This design comes from an exercise in tuning for small area on the open sky130 flow, not from production work. Function was checked by simulation only, so behaviour that the tests miss may differ from the original. The clock input has no modelled driver; a real chip could not lean on it and would need a root buffer or a full tree. Power figures rest on the tool's default switching activity, not on a simulated workload.

==> 08-28: inputs <==
==> flow/design.v <==
`timescale 1ns / 1ps
`default_nettype none
module TOP_1(
	input wire clk,
	input wire rst,
	input wire [7:0] entrada_dados,
	input wire dados_valid,
	output wire PWM_signal,
	output wire dados_lidos
	);
	reg        ps;       
	reg        pt;       
	reg        crd;      
	reg        sf;       
	reg        dg;       
	reg  [6:0] cv;       
	reg        sd;       
	reg        cvo;      
	reg        q;        
	reg        b;
	reg [11:0] x;
	reg  [2:0] col;
	assign PWM_signal  = ps;
	assign dados_lidos = cvo;
	wire tf   = x[11] | x[10];           
	wire wp   = !tf & !b;                
	wire d3   = !tf & b;                 
	wire c125 = (cv == 7'b0100000);
	wire c60  = (cv == 7'b0101111);
	wire c24  = (cv == 7'b1010111);
	wire wrap = sf & c125;
	wire rR   = pt & !crd;
	wire s3   = d3 | rR;
	wire s2   = !s3 & q;
	wire s1   = !s3 & !q & cvo;
	wire take = s2 & dados_valid;
	wire gend = x[11] & x[10] & x[8] & x[7] & x[6] & x[1];   
	wire last = !tf & (&x[8:0]);                              
	wire [11:0] xinc = x + {11'd0, take | tf};
	always @(posedge clk) begin
		crd <= pt;
		if (take)
			sd <= entrada_dados[col];
		q <= s3 | (s2 & !dados_valid);
		cv <= (sf && !c125) ? {cv[5:0], !(cv[6] ^ cv[5])} : 7'd0;
		if (rst || gend)
			x <= 12'd624 | {11'd0, (b | take) & !rst};
		else
			x <= xinc;
		if (rst) begin
			ps  <= 0;
			pt  <= 0;
			sf  <= 0;
			dg  <= 0;
			cvo <= 0;
			b   <= 1;
			col <= 0;
		end else begin
			if (cvo)
				dg <= sd;
			if (wrap)
				pt <= 1;
			else if (cvo)
				pt <= 0;
			sf <= wrap ? wp : (sf | wp);
			if (!sf || c125)
				ps <= wp;
			else if ((c24 && !dg) || c60)
				ps <= 0;
			if (s1)
				cvo <= 0;
			else if (take)
				cvo <= 1;
			b <= tf & (gend | b | take);
			if (take && last)
				col <= col + 3'd1;
		end
	end
endmodule
`default_nettype wire
==> flow/run.sh <==
#!/bin/bash
# synth_recipe.tcl (not shown) runs the flow's synth.tcl, then flattens the netlist and writes it again
# the make line also repeats each setting of config.mk as NAME=value (left out here)
make -C /OpenROAD-flow-scripts/flow DESIGN_CONFIG=/design/flow/config.mk WORK_HOME=/design/flow/orfs CLKGATE_MAP_FILE= SYNTH_SCRIPT=/design/flow/synth_recipe.tcl finish
==> flow/config.mk <==
export PLATFORM = sky130hd
export DESIGN_NAME = TOP_1
export DESIGN_NICKNAME = TOP_1
export VERILOG_FILES = /design/flow/design.v
export SDC_FILE = /design/flow/constraint.sdc
export NUM_CORES = 4
export LEC_CHECK = 0
export CAP_MARGIN = 20
export CORE_AREA = 2 2 58 58
export CTS_BUF_LIST = sky130_fd_sc_hd__clkbuf_4
export DIE_AREA = 0 0 60 60
export SLEW_MARGIN = 20
==> flow/constraint.sdc <==
create_clock -name core_clock -period 10.0 [get_ports {clk}]
set_input_delay 2.0000 -clock core_clock [delete_from_list [all_inputs] [get_ports {clk}]]
set_output_delay 2.0000 -clock core_clock [all_outputs]
set_load 0.01 [all_outputs]
==> 12-16 (differences from 08-28) <==
==> flow/flow/run.sh (new file) <==
#!/bin/bash
# Layout: the standard flow (standard.sh), with two changes:
#  - port buffers are sky130_fd_sc_hd__buf_1 (one per input and output port, as standard);
#  - clock tree built from clkbuf_4 without dummy balancing loads.
# make's output goes to standard_flow.log; each ORFS step logs to orfs/logs/.
set -euo pipefail
bash standard.sh \
  "BUFFER_PORTS_ARGS=-buffer_cell sky130_fd_sc_hd__buf_1" \
  "CTS_ARGS=-sink_clustering_enable -repair_clock_nets -dont_use_dummy_load -buf_list sky130_fd_sc_hd__clkbuf_4" \
  finish > standard_flow.log 2>&1
==> flow/standard.sh (new file) <==
#!/bin/bash
# synth_recipe.tcl (not shown) runs the flow's synth.tcl, then flattens the netlist and writes it again
# the make line also repeats each setting of config.mk as NAME=value (left out here)
make -C /OpenROAD-flow-scripts/flow DESIGN_CONFIG=/design/flow/config.mk WORK_HOME=/design/flow/orfs CLKGATE_MAP_FILE= SYNTH_SCRIPT=/design/flow/synth_recipe.tcl "${@:-finish}"
removed: flow/run.sh
==> out/qor.csv <==
stage,metric,value,unit
run_status,outcome,finished clean,
power_and_ir_drop,pwr-share-seq,60.7,%
place,post-dp-hpwl,1.626,mm
place,place_area,1453,sq um
drt,num_vias,955,
power_and_ir_drop,power.share.switching,24.51,%
finish,fin_area,1505,sq um
sta,maxSlewHeadroom,70.92,%
finish,nFillCells,300,
power_and_ir_drop,pg_clk,0.0699,mW
global_route,grtUsageMet3,6.494,%
setup_path,worstPathCellList,clkdlybuf4s50_1 > nand2_1 > a211o_4 > nand2_1 > ha_1 > ha_1 > and4_1 > nand4_1 > xor2_1 > nor2_1,
finish,final-clk-cell-share,3.491,%
drt,wl_met2,1.060,mm
-- figures above: 08-28

==> out/qor.csv <==
stage,metric,value,unit
finish,fin_area,1415,sq um
drt,wl_met2,1.096,mm
sta,maxSlewHeadroom,64.90,%
global_route,grtUsageMet3,5.844,%
place,post-dp-hpwl,1.711,mm
power_and_ir_drop,pwr-share-seq,64.8,%
finish,nFillCells,308,
power_and_ir_drop,power.share.switching,22.14,%
drt,num_vias,956,
run_status,outcome,finished clean,
place,place_area,1378,sq um
finish,final-clk-cell-share,2.653,%
-- figures above: 12-16


==> build 27: inputs <==
Another version of the RTL of TOP_1 (not shown whole).
## TOP_1
module TOP_1(
	input wire clk,
	input wire rst,
	input wire [7:0] entrada_dados,
	input wire dados_valid,
	output wire PWM_signal,
	output wire dados_lidos
	);
==> module TOP_1, before the edit <==
module TOP_1(
	input wire clk,
	input wire rst,
	input wire [7:0] entrada_dados,
	input wire dados_valid,
	output wire PWM_signal,
	output wire dados_lidos
	);
	reg        ps;       
	reg        pt;       
	reg        crd;      
	reg        dg;       
	reg  [6:0] cv;       
	reg        sd;       
	reg        cvo;      
	reg        q;        
	reg        b;
	reg [11:0] x;
	reg  [2:0] col;
	assign PWM_signal  = ps;
	assign dados_lidos = cvo;
	wire tf   = x[11] | x[10];           
	wire wp   = !tf & !b;                
	wire d3   = !tf & b;                 
	wire c125 = (cv == 7'b1100000);
	wire c60  = (cv == 7'b1110001);
	wire c24  = (cv == 7'b1111001);
	wire sf   = |cv;                     
	wire wrap = sf & c125;
	wire rR   = pt & !crd;
	wire s3   = d3 | rR;
	wire s2   = !s3 & q;
	wire s1   = !s3 & !q & cvo;
	wire take = s2 & dados_valid;
	wire gend = x[11] & x[10] & x[8] & x[7] & x[6] & x[1];   
	wire [12:0] xc;
	assign xc[0] = take | tf;
	genvar gi;
	generate for (gi = 0; gi < 12; gi = gi + 1) begin : g_inc
		assign xc[gi+1] = xc[gi] & x[gi];
	end endgenerate
	wire [11:0] xinc = x ^ xc[11:0];
	always @(posedge clk) begin
		crd <= pt;
		sd <= entrada_dados[col];
		q <= s3 | (q & !dados_valid);
		if (sf && !c125 && !rst)
			cv <= {cv[5:0], (cv[6] ^ cv[5])};
		else
			cv <= {6'd0, wp && !rst};
		if (rst || gend)
			x <= 12'd624 | {11'd0, (b | take) & !rst};
		else
			x <= xinc;
		if (rst) begin
			ps  <= 0;
			pt  <= 0;
			dg  <= 0;
			cvo <= 0;
			b   <= 1;
			col <= 0;
		end else begin
			if (cvo && !q)       
				dg <= sd;
			if (wrap)
				pt <= 1;
			else if (cvo)
				pt <= 0;
			if (!sf || c125)
				ps <= wp;
			else if ((c24 && !dg) || c60)
				ps <= 0;
			if (s1)
				cvo <= 0;
			else if (take)
				cvo <= 1;
			b <= tf & (gend | b | take);
			if (xc[10] && !tf)   
				col <= col + 3'd1;
		end
	end
endmodule
clock: 10.0 ns
lec_check: 0
cap_margin: 20
core_area: 2 2 58 58
cts_buf_list: sky130_fd_sc_hd__clkbuf_4
die_area: 0 0 60 60
slew_margin: 20
standard.sh (not shown) runs the stock make flow with config.mk's settings and CLKGATE_MAP_FILE= SYNTH_SCRIPT=/design/flow/synth_recipe.tcl, a recipe that flattens the netlist after the stock synthesis.
==> flow/flow/run.sh <==
#!/bin/bash
# Layout: the standard flow (standard.sh, standard synthesis), with:
#  - port buffers of sky130_fd_sc_hd__buf_1 (one per input and output port, as standard);
#  - clock tree synthesis without dummy balancing loads, and a POST_CTS hook
#    (flow/post_cts.tcl) that drives all flip-flops from the tree's root buffer
#    (a buf_12) and gives each logic cell the smallest drive of its family.
# make's output goes to standard_flow.log; each ORFS step logs to orfs/logs/.
set -euo pipefail
here=$(pwd)
bash standard.sh \
  "BUFFER_PORTS_ARGS=-buffer_cell sky130_fd_sc_hd__buf_1" \
  "CTS_ARGS=-sink_clustering_enable -repair_clock_nets -dont_use_dummy_load -buf_list sky130_fd_sc_hd__clkbuf_4" \
  "POST_CTS_TCL=$here/flow/post_cts.tcl" \
  finish > standard_flow.log 2>&1
==> flow/flow/post_cts.tcl <==
# POST_CTS hook: drive all flip-flops from one clock buffer (a buf_12), and use the
# smallest drive strength of each logic cell (the clock period has ample slack).
set block [ord::get_db_block]
set db [ord::get_db]

# --- clock: the tree is port -> root buffer -> leaf buffers -> flip-flops
set clknet [[$block findBTerm clk] getNet]
set root ""
foreach it [$clknet getITerms] { if {[$it isInputSignal]} { set root [$it getInst] } }
set rootout ""
foreach it [$root getITerms] { if {[$it isOutputSignal]} { set rootout [$it getNet] } }
set leaves {}
foreach it [$rootout getITerms] {
  set inst [$it getInst]
  if {$inst ne $root && [string match "*clkbuf*" [[$inst getMaster] getName]]} { lappend leaves $inst }
}
foreach leaf $leaves {
  set lout ""
  foreach it [$leaf getITerms] { if {[$it isOutputSignal]} { set lout [$it getNet] } }
  foreach it [$lout getITerms] {
    if {[$it getInst] eq $leaf} continue
    $it disconnect
    $it connect $rootout
  }
  puts "post_cts: removed clock buffer [$leaf getName]"
  odb::dbInst_destroy $leaf
  odb::dbNet_destroy $lout
}
$root swapMaster [$db findMaster sky130_fd_sc_hd__buf_12]
puts "post_cts: clock root [$root getName] is [[$root getMaster] getName]"

# --- logic cells: smallest-area master of the same family (name without _N)
set smallest [dict create]
foreach lib [$db getLibs] {
  foreach m [$lib getMasters] {
    set n [$m getName]
    if {![regexp {^(sky130_fd_sc_hd__[a-z0-9]+)_[0-9]+$} $n -> fam]} continue
    if {[lsearch -exact $::env(DONT_USE_CELLS) $n] >= 0} continue
    set a [expr {[$m getWidth] * [$m getHeight]}]
    if {![dict exists $smallest $fam] || $a < [lindex [dict get $smallest $fam] 1]} { dict set smallest $fam [list $m $a] }
  }
}
foreach inst [$block getInsts] {
  set m [$inst getMaster]
  set n [$m getName]
  if {[$m getType] ne "CORE"} continue
  if {[$m isSequential] || $inst eq $root} continue
  if {[string match "*clkbuf*" $n] || [string match "*tap*" $n]} continue
  if {![regexp {^(sky130_fd_sc_hd__[a-z0-9]+)_[0-9]+$} $n -> fam]} continue
  if {![dict exists $smallest $fam]} continue
  set sm [lindex [dict get $smallest $fam] 0]
  if {$sm ne $m && [lindex [dict get $smallest $fam] 1] < [$m getWidth] * [$m getHeight]} {
    puts "post_cts: [$inst getName] $n -> [$sm getName]"
    $inst swapMaster $sm
  }
}
detailed_placement
check_placement -verbose
==> inputs of trial 68, as changes to build 27 <==
==> flow/design.v (replaced) <==
`timescale 1ns / 1ps
`default_nettype none
module TOP_1(
	input wire clk,
	input wire rst,
	input wire [7:0] entrada_dados,
	input wire dados_valid,
	output wire PWM_signal,
	output wire dados_lidos
	);
	reg        ps;       
	reg        pt;       
	reg        crd;      
	reg        sf;       
	reg        dg;       
	reg  [6:0] cv;       
	reg        sd;       
	reg        cvo;      
	reg        q;        
	reg        b;
	reg [11:0] x;
	reg  [2:0] col;
	assign PWM_signal  = ps;
	assign dados_lidos = cvo;
	wire tf   = x[11] | x[10];           
	wire wp   = !tf & !b;                
	wire d3   = !tf & b;                 
	wire c125 = &cv[6:2] & cv[0];        
	wire c60  = !cv[6] & (&cv[5:2]) & !cv[1] & !cv[0];
	wire c24  = !cv[6] & !cv[5] & cv[4] & cv[3] & !cv[2] & !cv[1] & !cv[0];
	wire wrap = sf & c125;
	wire rR   = pt & !crd;
	wire s3   = d3 | rR;
	wire s2   = !s3 & q;
	wire s1   = !s3 & !q & cvo;
	wire take = s2 & dados_valid;
	wire gend = x[11] & x[10] & x[8] & x[7] & x[6] & x[1];   
	wire last = !tf & (&x[8:0]);                              
	wire [11:0] xinc = x + {11'd0, take | tf};
	always @(posedge clk) begin
		crd <= pt;
		if (take)
			sd <= entrada_dados[col];
		q <= s3 | (s2 & !dados_valid);
		if (rst) begin
			ps  <= 0;
			pt  <= 0;
			sf  <= 0;
			dg  <= 0;
			cv  <= 0;
			cvo <= 0;
			b   <= 1;
			x   <= 12'd624;
			col <= 0;
		end else begin
			if (cvo)
				dg <= sd;
			if (wrap)
				pt <= 1;
			else if (cvo)
				pt <= 0;
			sf <= wrap ? wp : (sf | wp);
			if (!sf || c125)
				ps <= wp;
			else if ((c24 && !dg) || c60)
				ps <= 0;
			cv <= (sf && !c125) ? cv + 7'd1 : 7'd0;
			if (s1)
				cvo <= 0;
			else if (take)
				cvo <= 1;
			b <= tf & (gend | b | take);
			if (gend)
				x <= 12'd624 | {11'd0, b | take};
			else
				x <= xinc;
			if (take && last)
				col <= col + 3'd1;
		end
	end
endmodule
`default_nettype wire
==> flow/run.sh (new file) <==
#!/bin/bash
# synth_recipe.tcl (not shown) runs the flow's synth.tcl, then flattens the netlist and writes it again
# the make line also repeats each setting of config.mk as NAME=value (left out here)
make -C /OpenROAD-flow-scripts/flow DESIGN_CONFIG=/design/flow/config.mk WORK_HOME=/design/flow/orfs CLKGATE_MAP_FILE= SYNTH_SCRIPT=/design/flow/synth_recipe.tcl finish
CORE_AREA = unset   (was 2 2 58 58)
CORE_MARGIN = 2   (was unset)
CORE_UTILIZATION = 40   (was unset)
CTS_BUF_LIST = unset   (was sky130_fd_sc_hd__clkbuf_4)
DIE_AREA = unset   (was 0 0 60 60)
removed: flow/flow/run.sh
removed: flow/flow/post_cts.tcl
removed: flow/standard.sh
==> inputs of build 39, as changes to build 27 <==
--- a/flow/design.v
+++ b/flow/design.v
@@ -24,9 +24,9 @@
 	wire tf   = x[11] | x[10];           
 	wire wp   = !tf & !b;                
 	wire d3   = !tf & b;                 
-	wire c125 = (cv == 7'b1100000);
-	wire c60  = (cv == 7'b1110001);
-	wire c24  = (cv == 7'b1111001);
+	wire c125 = (cv == 7'b1110000);
+	wire c60  = (cv == 7'b0111000);
+	wire c24  = (cv == 7'b0111100);
 	wire sf   = |cv;                     
 	wire wrap = sf & c125;
 	wire rR   = pt & !crd;
@@ -49,7 +49,7 @@
 		if (sf && !c125 && !rst)
 			cv <= {cv[5:0], (cv[6] ^ cv[5])};
 		else
-			cv <= {6'd0, wp && !rst};
+			cv <= {wp && !rst, 6'd0};
 		if (rst || gend)
 			x <= 12'd624 | {11'd0, (b | take) & !rst};
 		else
==> run notes <==
Status: build 39 timing/DRC/antenna clean; build 27 timing/DRC/antenna clean; trial 68 timing/DRC/antenna clean
Number of ordinary inverters in the final layout: build 39 1; build 27 2; trial 68 5
Cell count of the worst reg-to-reg path: build 39 15; build 27 15; trial 68 9
Post-Syn Area per Cell: build 39 10.9 um2; build 27 10.7 um2; trial 68 9.40 um2
Clock slew seen by the registers of the worst setup and hold paths: build 39 110 ps; build 27 110 ps; trial 68 100 ps
Synthesis-to-layout area growth: build 39 8.08%; build 27 8.04%; trial 68 18.1%
Destination of the worst register-to-register timing path: build 39 x[11]; build 27 x[11]; trial 68 x[8]
Max VDD drop: build 39 0.0483 mV; build 27 0.0813 mV; trial 68 0.119 mV
Int Power: build 39 0.143 mW; build 27 0.143 mW; trial 68 0.184 mW
Placeable core area: build 39 0.00303 mm2; build 27 0.00303 mm2; trial 68 0.00328 mm2
Global routing met2 resource utilization: build 39 23.8%; build 27 25.6%; trial 68 23.8%
Critical path fanouts, max: build 39 4; build 27 4; trial 68 8
Share of the final layout cell area in sequential cells: build 39 46.0%; build 27 46.4%; trial 68 39.7%
Total power of the final layout: build 39 0.179 mW; build 27 0.180 mW; trial 68 0.236 mW

==> port drivers added, routing unchanged <==
Ports are ideal in the flow. The routed layouts listed here were re-timed in OpenROAD. Step 1 assumes that a clkbuf_16 drives the clock port and a buf_2 every other input. Step 2 also shifts input and output timing later by t, the mid clock arrival at the registers, as if the neighbouring blocks saw the same clock. Three values: ideal, step 1, step 2; two values: the first two.
| run | shift t [ns] | slack for setup (ns) | hold slack, ns | slew at the worst register clock pin (ns) |
|---|---|---|---|---|
| 08-28 | 0.347 | 6.225 / 6.225 / 5.878 | 0.374 / 0.374 / 0.374 | 0.10 / 0.10 |
| 12-16 | 0.331 | 6.599 / 6.593 / 6.262 | 0.373 / 0.373 / 0.373 | 0.09 / 0.09 |
| build 27 | 0.170 | 5.456 / 5.459 / 5.289 | 0.379 / 0.379 / 0.379 | 0.11 / 0.11 |
| trial 68 | 0.359 | 6.275 / 6.273 / 5.914 | 0.374 / 0.374 / 0.374 | 0.10 / 0.10 |
| build 39 | 0.166 | 5.456 / 5.462 / 5.296 | 0.364 / 0.364 / 0.364 | 0.11 / 0.11 |
After both steps every run listed still meets setup and hold. The setup slack of trial 68, which loses most, moves by -0.002 ns with the drivers and by -0.361 ns with both steps.
